This design comes from an exercise in tuning for small area on the open sky130 flow, not from production work.
At most, simulation tests tie the RTL to the original design; equivalence was not proved.
The clock port is modelled as an ideal driver; clocking choices that lean on that would not hold on a real chip.
No activity file was given, so power comes from the tool's default toggle rates.

==> flow/design.v (excerpt) <==
module microcontroller #(parameter M = 3,
                         parameter N = 16)
                        (input  [15:0]  din,
                         input          clk, rst,
                         output         rw,
                         output [N-1:0] addr,
                         output [N-1:0] dout);
Size in the first run: roughly 160 flip-flops, about 51 I/O pins, ~4800 um2 of cells after synthesis.
Settings: LEC_CHECK=0, ABC_AREA=1, CAP_MARGIN=20, CORE_MARGIN=2, CORE_UTILIZATION=40, SLEW_MARGIN=20; clock period 7.0 ns.
standard.sh (not shown) runs the stock make flow with config.mk's settings and CLKGATE_MAP_FILE= SYNTH_SCRIPT=/design/flow/synth_recipe.tcl, a recipe that flattens the netlist after the stock synthesis.
==> flow/flow/run.sh <==
#!/bin/bash
# Standard ORFS layout, except:
#  - synthesis restructures with &deepsyn and maps with amap, for area
#    (flow/abc_area.script), and
#    leaves adders to ABC (no full-adder extraction); it runs the standard flow's own
#    synthesis script (synth_recipe.tcl) on a copy of ORFS's scripts folder
#    that differs only in abc_area.script,
#  - ports are buffered with buf_1,
#  - the clock tree is built from clkbuf_2 without dummy loads, and
#    flow/post_cts.tcl sizes each leaf clock buffer for a clock edge of at most 115 ps.
# Each make run's output goes to its own log file here.
set -euo pipefail
rm -rf scr
cp -r "$FLOW_HOME/scripts" scr
cp flow/abc_area.script scr/abc_area.script
bash standard.sh synth "SCRIPTS_DIR=$PWD/scr" "ADDER_MAP_FILE=" > synth_make.log 2>&1
bash standard.sh finish \
  "BUFFER_PORTS_ARGS=-buffer_cell sky130_fd_sc_hd__buf_1" \
  "CTS_ARGS=-sink_clustering_enable -repair_clock_nets -dont_use_dummy_load -buf_list sky130_fd_sc_hd__clkbuf_2" \
  "POST_CTS_TCL=$PWD/flow/post_cts.tcl" \
  > flow_make.log 2>&1
Other scripts of this flow, unchanged in this note and not shown: flow/flow/abc_area.script, flow/flow/post_cts.tcl
==> next run, changes <==
--- a/flow/design.v
+++ b/flow/design.v
@@ -142,23 +142,23 @@
         endcase
     end
     wire [1:0] wd   = (wsel == W_DIN) ? dv : (wsel == W_R7) ? r7[1:0] : res;
     wire [1:0] fd   = fzero ? 2'b00 : fdin ? dv : res;
     wire       clr  = (st == CLR);
     wire [1:0] r7in = we7 ? res : r7[1:0];
     wire       mar_ld = last & (st != S2) & (st != S3);
     wire [1:0] ta  = ((ex & (isst | (isld & ~ld7))) | (st == L2) | (st == S4)) ? xr : r7[1:0];
     wire [1:0] tb  = (ex & isbr & taken) ? {2{din[11]}} : 2'b00;
     wire       tc  = cf & ~(ex & (isbin | ismn | isld | isst));
     wire [1:0] top = clr ? 2'b00 : ta + tb + {1'b0, tc};
-    assign addr = mar_ld ? {top, r7[15:2]} : mar;
+    assign addr = mar_ld ? {r7in, r7[15:2]} : mar;
     assign dout = r7;
     assign rw   = (st == S4) & (ph == 3'd0);
     integer k;
     always @(posedge clk) begin
         for (k = 0; k < 7; k = k + 1)
             rf[16*k +: 16] <= {(clr | (wen & (dst == k))) ? wd : rf[16*k +: 2],
                                rf[16*k+2 +: 14]};
         r7 <= {r7in, r7[15:2]};
         mar <= addr;
         cf <= c2;
         nz <= ((ph != 3'd0) & nz) | (|fd);
What happened: Global-route usage drops by 1.4 points; utilization climbs by 0.76 points; die area drops by a few percent; synthesized cell count drops by a few percent; sequential power drops by a few percent; wire length drops by roughly a tenth.

* * *

microcontroller, a different RTL version from the one above (not shown whole).
Size in the first run: roughly 430 cells after synthesis, roughly 160 flip-flops, about 51 I/O pins.
## microcontroller
module microcontroller #(parameter M = 3,
                         parameter N = 16)
                        (input  [15:0]  din,
                         input          clk, rst,
                         output         rw,
                         output [N-1:0] addr,
                         output [N-1:0] dout);
==> module microcontroller, before the edit <==
module microcontroller #(parameter M = 3,
                         parameter N = 16)
                        (input  [15:0]  din,
                         input          clk, rst,
                         output         rw,
                         output [N-1:0] addr,
                         output [N-1:0] dout);
    localparam EX = 3'd0, A3 = 3'd1, L2 = 3'd2, S2 = 3'd3,
               S3 = 3'd4, S4 = 3'd5, CLR = 3'd6;
    reg [2:0]   ph;              
    reg [2:0]   st;              
    reg [111:0] rf;              
    reg [15:0]  r7, mar;
    reg [2:0]   sa, sb;          
    reg         fz, fn, fo;      
    reg         nz;              
    reg         cf;              
    wire [3:0] op = din[15:12];
    wire [2:0] rd = din[11:9];
    wire [2:0] ra = din[8:6];
    wire [2:0] rb = din[5:3];
    wire ex    = (st == EX);
    wire isbin = ~op[3] & (op[2:0] <= 3'd4);
    wire ismn  = (op == 4'd5) | (op == 4'd6);
    wire isnop = (op == 4'd7) | (op == 4'd11);
    wire isldi = (op == 4'd10);
    wire isbr  = (op[3:2] == 2'b11);
    wire isld  = (op == 4'd8);
    wire isst  = (op == 4'd9);
    wire ld7   = isld & (rd == 3'd7);    
    wire last  = (ph == 3'd7);
    wire s34   = (st == S3) | (st == S4);
    wire taken = (op[1:0] == 2'b11) | (op[1:0] == 2'b00 & fz) |
                 (op[1:0] == 2'b01 & fn) | (op[1:0] == 2'b10 & fo);
    localparam Y_ZERO = 3'd0, Y_ONE = 3'd1, Y_Z = 3'd2, Y_NZ = 3'd3,
               Y_OFF = 3'd4, Y_ONES = 3'd5;
    localparam F_ADD = 2'd0, F_AND = 2'd1, F_OR = 2'd2, F_XOR = 2'd3;
    localparam W_RES = 2'd0, W_DIN = 2'd1, W_R7 = 2'd2;
    wire [2:0] xs  = ex ? ra : s34 ? sb : sa;
    wire [2:0] dst = ex ? (isst ? ra : rd) : xs;
    reg       x7;
    reg [2:0] ysel;
    reg [1:0] fn_sel;
    reg       cin0;      
    reg       we7;       
    reg       wen;       
    reg [1:0] wsel;
    reg       fset, fzero, fdin, osel;
    reg [2:0] nst;
    always @(*) begin
        x7 = 1'b0; ysel = Y_ZERO; fn_sel = F_ADD; cin0 = 1'b0;
        we7 = 1'b0; wen = 1'b0; wsel = W_RES;
        fset = 1'b0; fzero = 1'b0; fdin = 1'b0; osel = 1'b0; nst = EX;
        case (st)
        EX: begin
            if (isbin) begin
                wen = 1'b1; fset = 1'b1; nst = A3;
                case (op[2:0])
                3'd0: begin ysel = Y_Z; osel = 1'b1; end
                3'd1: begin ysel = Y_NZ; cin0 = 1'b1; osel = 1'b1; end
                3'd2: begin ysel = Y_Z; fn_sel = F_AND; end
                3'd3: begin ysel = Y_Z; fn_sel = F_OR; end
                default: begin ysel = Y_Z; fn_sel = F_XOR; end
                endcase
            end else if (ismn | ld7) begin
                ysel = (op == 4'd5) ? Y_ONES : Y_ZERO; fn_sel = F_XOR;
                wen = ismn; fset = 1'b1; nst = A3;
            end else if (isld | isst) begin
                we7 = 1'b1; wen = 1'b1; wsel = W_R7; fset = isld;
                nst = isld ? L2 : S2;
            end else if (isbr) begin
                x7 = 1'b1; ysel = taken ? Y_OFF : Y_ONE; we7 = 1'b1;
                fset = taken; osel = 1'b1;
            end else begin           
                x7 = 1'b1; ysel = Y_ONE; we7 = 1'b1; fset = 1'b1;
                fzero = isnop; fdin = isldi; wen = isldi; wsel = W_DIN;
            end
        end
        A3: begin
            x7 = 1'b1; ysel = Y_ONE; we7 = 1'b1;
        end
        L2: begin
            ysel = Y_ONE; we7 = 1'b1; wen = 1'b1; wsel = W_DIN;
        end
        S2: begin
            we7 = 1'b1; wen = 1'b1; wsel = W_R7; nst = S3;
        end
        S3: begin
            we7 = 1'b1; wen = 1'b1; wsel = W_R7; fset = 1'b1; nst = S4;
        end
        S4: begin
            ysel = Y_ONE; we7 = 1'b1; wen = 1'b1; wsel = W_R7;
        end
        default: begin               
            fn_sel = F_AND; we7 = 1'b1; wen = 1'b1;
        end
        endcase
    end
    function [1:0] tail(input [2:0] i, input [111:0] f, input [1:0] r);
        case (i)
        3'd0: tail = f[1:0];
        3'd1: tail = f[17:16];
        3'd2: tail = f[33:32];
        3'd3: tail = f[49:48];
        3'd4: tail = f[65:64];
        3'd5: tail = f[81:80];
        3'd6: tail = f[97:96];
        default: tail = r;
        endcase
    endfunction
    wire [1:0] xv = x7 ? r7[1:0] : tail(xs, rf, r7[1:0]);
    wire [1:0] zv = tail(rb, rf, r7[1:0]);
    wire [1:0] draw = din[{ph, 1'b0} +: 2];
    wire       sxl  = ex & isldi & ph[2];
    wire       sxb  = ex & isbr & (ph[2:1] == 2'b11);
    wire [1:0] dv   = sxl ? {2{din[8]}} : sxb ? {2{din[11]}} : draw;
    reg [1:0] yv;
    always @(*) begin
        case (ysel)
        Y_ONE:  yv = {1'b0, (ph == 3'd0)};
        Y_Z:    yv = zv;
        Y_NZ:   yv = ~zv;
        Y_OFF:  yv = dv;
        Y_ONES: yv = 2'b11;
        default: yv = 2'b00;
        endcase
    end
    wire       c0 = (ph == 3'd0) ? cin0 : cf;
    wire       s0 = xv[0] ^ yv[0] ^ c0;
    wire       c1 = (xv[0] & yv[0]) | (xv[0] & c0) | (yv[0] & c0);
    wire       s1 = xv[1] ^ yv[1] ^ c1;
    wire       c2 = (xv[1] & yv[1]) | (xv[1] & c1) | (yv[1] & c1);
    wire       ovf = c1 ^ c2;
    reg [1:0] res;
    always @(*) begin
        case (fn_sel)
        F_AND: res = xv & yv;
        F_OR:  res = xv | yv;
        F_XOR: res = xv ^ yv;
        default: res = {s1, s0};
        endcase
    end
    wire [1:0] wd   = (wsel == W_DIN) ? dv : (wsel == W_R7) ? r7[1:0] : res;
    wire [1:0] fd   = fzero ? 2'b00 : fdin ? dv : res;
    wire       clr  = (st == CLR);
    wire [1:0] r7in = we7 ? res : r7[1:0];
    wire       mar_ld = last & (st != S2) & (st != S3);
    assign addr = mar_ld ? {r7in, r7[15:2]} : mar;
    assign dout = r7;
    assign rw   = (st == S4) & (ph == 3'd0);
    integer k;
    always @(posedge clk) begin
        for (k = 0; k < 7; k = k + 1)
            rf[16*k +: 16] <= {(clr | (wen & (dst == k))) ? wd : rf[16*k +: 2],
                               rf[16*k+2 +: 14]};
        r7 <= {r7in, r7[15:2]};
        mar <= addr;
        cf <= c2;
        nz <= ((ph != 3'd0) & nz) | (|fd);
        if (ex) begin
            sa <= dst;
            sb <= rb;
        end
        if (rst) begin
            ph <= 3'd0;
            st <= CLR;
            fz <= 1'b0; fn <= 1'b0; fo <= 1'b0;
        end else begin
            ph <= ph + 3'd1;
            if (last) begin
                st <= nst;
                if (fset) begin
                    fz <= ~(nz | (|fd));
                    fn <= fd[1];
                    fo <= osel & ovf;
                end
            end
        end
    end
endmodule
export LEC_CHECK = 0
export ABC_AREA = 1
export CAP_MARGIN = 20
export CORE_MARGIN = 2
export CORE_UTILIZATION = 40
export SLEW_MARGIN = 20
create_clock -name core_clock -period 7.0 [get_ports {clk}]
==> flow/flow/run.sh <==
#!/bin/bash
# Standard ORFS layout, except:
#  - synthesis restructures the logic with ABC's &deepsyn and maps it with
#    amap, for area, and leaves adders to ABC (no full-adder extraction).
#    It runs the standard flow's own synthesis script (synth_recipe.tcl) on copies of
#    ORFS's scripts folder that differ only in abc_area.script: eight runs,
#    four &deepsyn seeds times two scripts (flow/abc_area.script and
#    flow/abc_area_dch.script), and it keeps the one with the smallest
#    cell area,
#  - ports are buffered with buf_1,
#  - the clock tree is built from clkbuf_2 without dummy loads, and
#    flow/post_cts.tcl sizes each leaf clock buffer for a clock edge of at
#    most 120 ps.
# Each tool run's output goes to its own log file here.
set -euo pipefail
runs=""
for v in a b; do
  for s in 1 2 3 4; do
    r="$v$s"; runs="$runs $r"
    rm -rf "scr_$r" "orfs_$r"
    cp -r "$FLOW_HOME/scripts" "scr_$r"
    if [[ $v == a ]]; then src=flow/abc_area.script; else src=flow/abc_area_dch.script; fi
    sed "s/SEED/$s/" "$src" > "scr_$r/abc_area.script"
    sed "s#WORK_HOME=[^ ]*#WORK_HOME=$PWD/orfs_$r#" standard.sh > "standard_$r.sh"
    bash "standard_$r.sh" synth "SCRIPTS_DIR=$PWD/scr_$r" "ADDER_MAP_FILE=" \
      > "synth_make_$r.log" 2>&1 &
  done
done
wait
best=""; best_area=""
for r in $runs; do
  a=$(awk '/Chip area/ {print $NF}' "orfs_$r/reports/sky130hd/microcontroller/base/synth_stat.txt")
  echo "run $r: synthesis cell area $a" >> synth_pick.log
  if [[ -z "$best" ]] || awk -v a="$a" -v b="$best_area" 'BEGIN {exit !(a < b)}'; then
    best=$r; best_area=$a
  fi
done
echo "kept run $best" >> synth_pick.log
rm -rf orfs
cp -a "orfs_$best" orfs
bash standard.sh finish \
  "BUFFER_PORTS_ARGS=-buffer_cell sky130_fd_sc_hd__buf_1" \
  "CTS_ARGS=-sink_clustering_enable -repair_clock_nets -dont_use_dummy_load -buf_list sky130_fd_sc_hd__clkbuf_2" \
  "POST_CTS_TCL=$PWD/flow/post_cts.tcl" \
  > flow_make.log 2>&1
Other scripts of this flow, unchanged in this note and not shown: flow/flow/abc_area.script, flow/flow/abc_area_dch.script, flow/flow/post_cts.tcl
Change:
--- a/flow/design.v
+++ b/flow/design.v
@@ -98,13 +98,13 @@
     end
     function [1:0] tail(input [2:0] i, input [111:0] f, input [1:0] r);
         case (i)
-        3'd0: tail = f[1:0];
-        3'd1: tail = f[17:16];
-        3'd2: tail = f[33:32];
-        3'd3: tail = f[49:48];
-        3'd4: tail = f[65:64];
-        3'd5: tail = f[81:80];
-        3'd6: tail = f[97:96];
+        3'd0: tail = ~f[1:0];
+        3'd1: tail = ~f[17:16];
+        3'd2: tail = ~f[33:32];
+        3'd3: tail = ~f[49:48];
+        3'd4: tail = ~f[65:64];
+        3'd5: tail = ~f[81:80];
+        3'd6: tail = ~f[97:96];
         default: tail = r;
         endcase
     endfunction
@@ -151,7 +151,7 @@
     integer k;
     always @(posedge clk) begin
         for (k = 0; k < 7; k = k + 1)
-            rf[16*k +: 16] <= {(clr | (wen & (dst == k))) ? wd : rf[16*k +: 2],
+            rf[16*k +: 16] <= {(clr | (wen & (dst == k))) ? ~wd : rf[16*k +: 2],
                                rf[16*k+2 +: 14]};
         r7 <= {r7in, r7[15:2]};
         mar <= addr;
The changed run passed the timing, design-rule and antenna checks.
Maximum frequency increases by 3.9%.
Register-to-register slack gets better by 0.75 ns.
Sequential share of layout area goes down by 0.83 points.
Non-clock buffer count came out higher by 2.
Die area increases by 0.80%.
Utilization rises by 0.41 points.
Worst setup slack improved by 0.24 ns.
No functional check of the RTL was part of the second run of this note.

re-timing with driven ports:
How much do the figures lean on ideal ports? The routed layouts below were timed once more, with nothing changed but the port constraints.
Step 1: set_driving_cell puts a clkbuf_16 on clk and a buf_2 on each other input, an assumption about the parent block.
Step 2 moves the port delays by t, midway between the first and last clock arrival at a register: inputs arrive t later, outputs are due t later. That takes back most of the time a late clock gives input paths.
Three values: ideal ports, drivers, drivers and shift; two values: the first two.
| run | shift t [ns] | setup slack, ns | worst setup path after step 2 |
|---|---|---|---|
| the first run of note 1 | 0.689 | 1.285 / 1.255 / 1.282 | input to output |
| the second run of note 1 | 0.685 | 0.520 / 0.484 / 0.484 | input to output |
| the first run of note 2 | 0.682 | 0.585 / 0.553 / 0.910 | input to output |
| the second run of note 2 | 0.705 | 0.824 / 0.789 / 0.789 | input to output |
After both steps setup and hold are still met in every run listed. The setup slack of the second run of note 1, which loses most, moves by -0.036 ns with the drivers and by -0.036 ns with both steps.
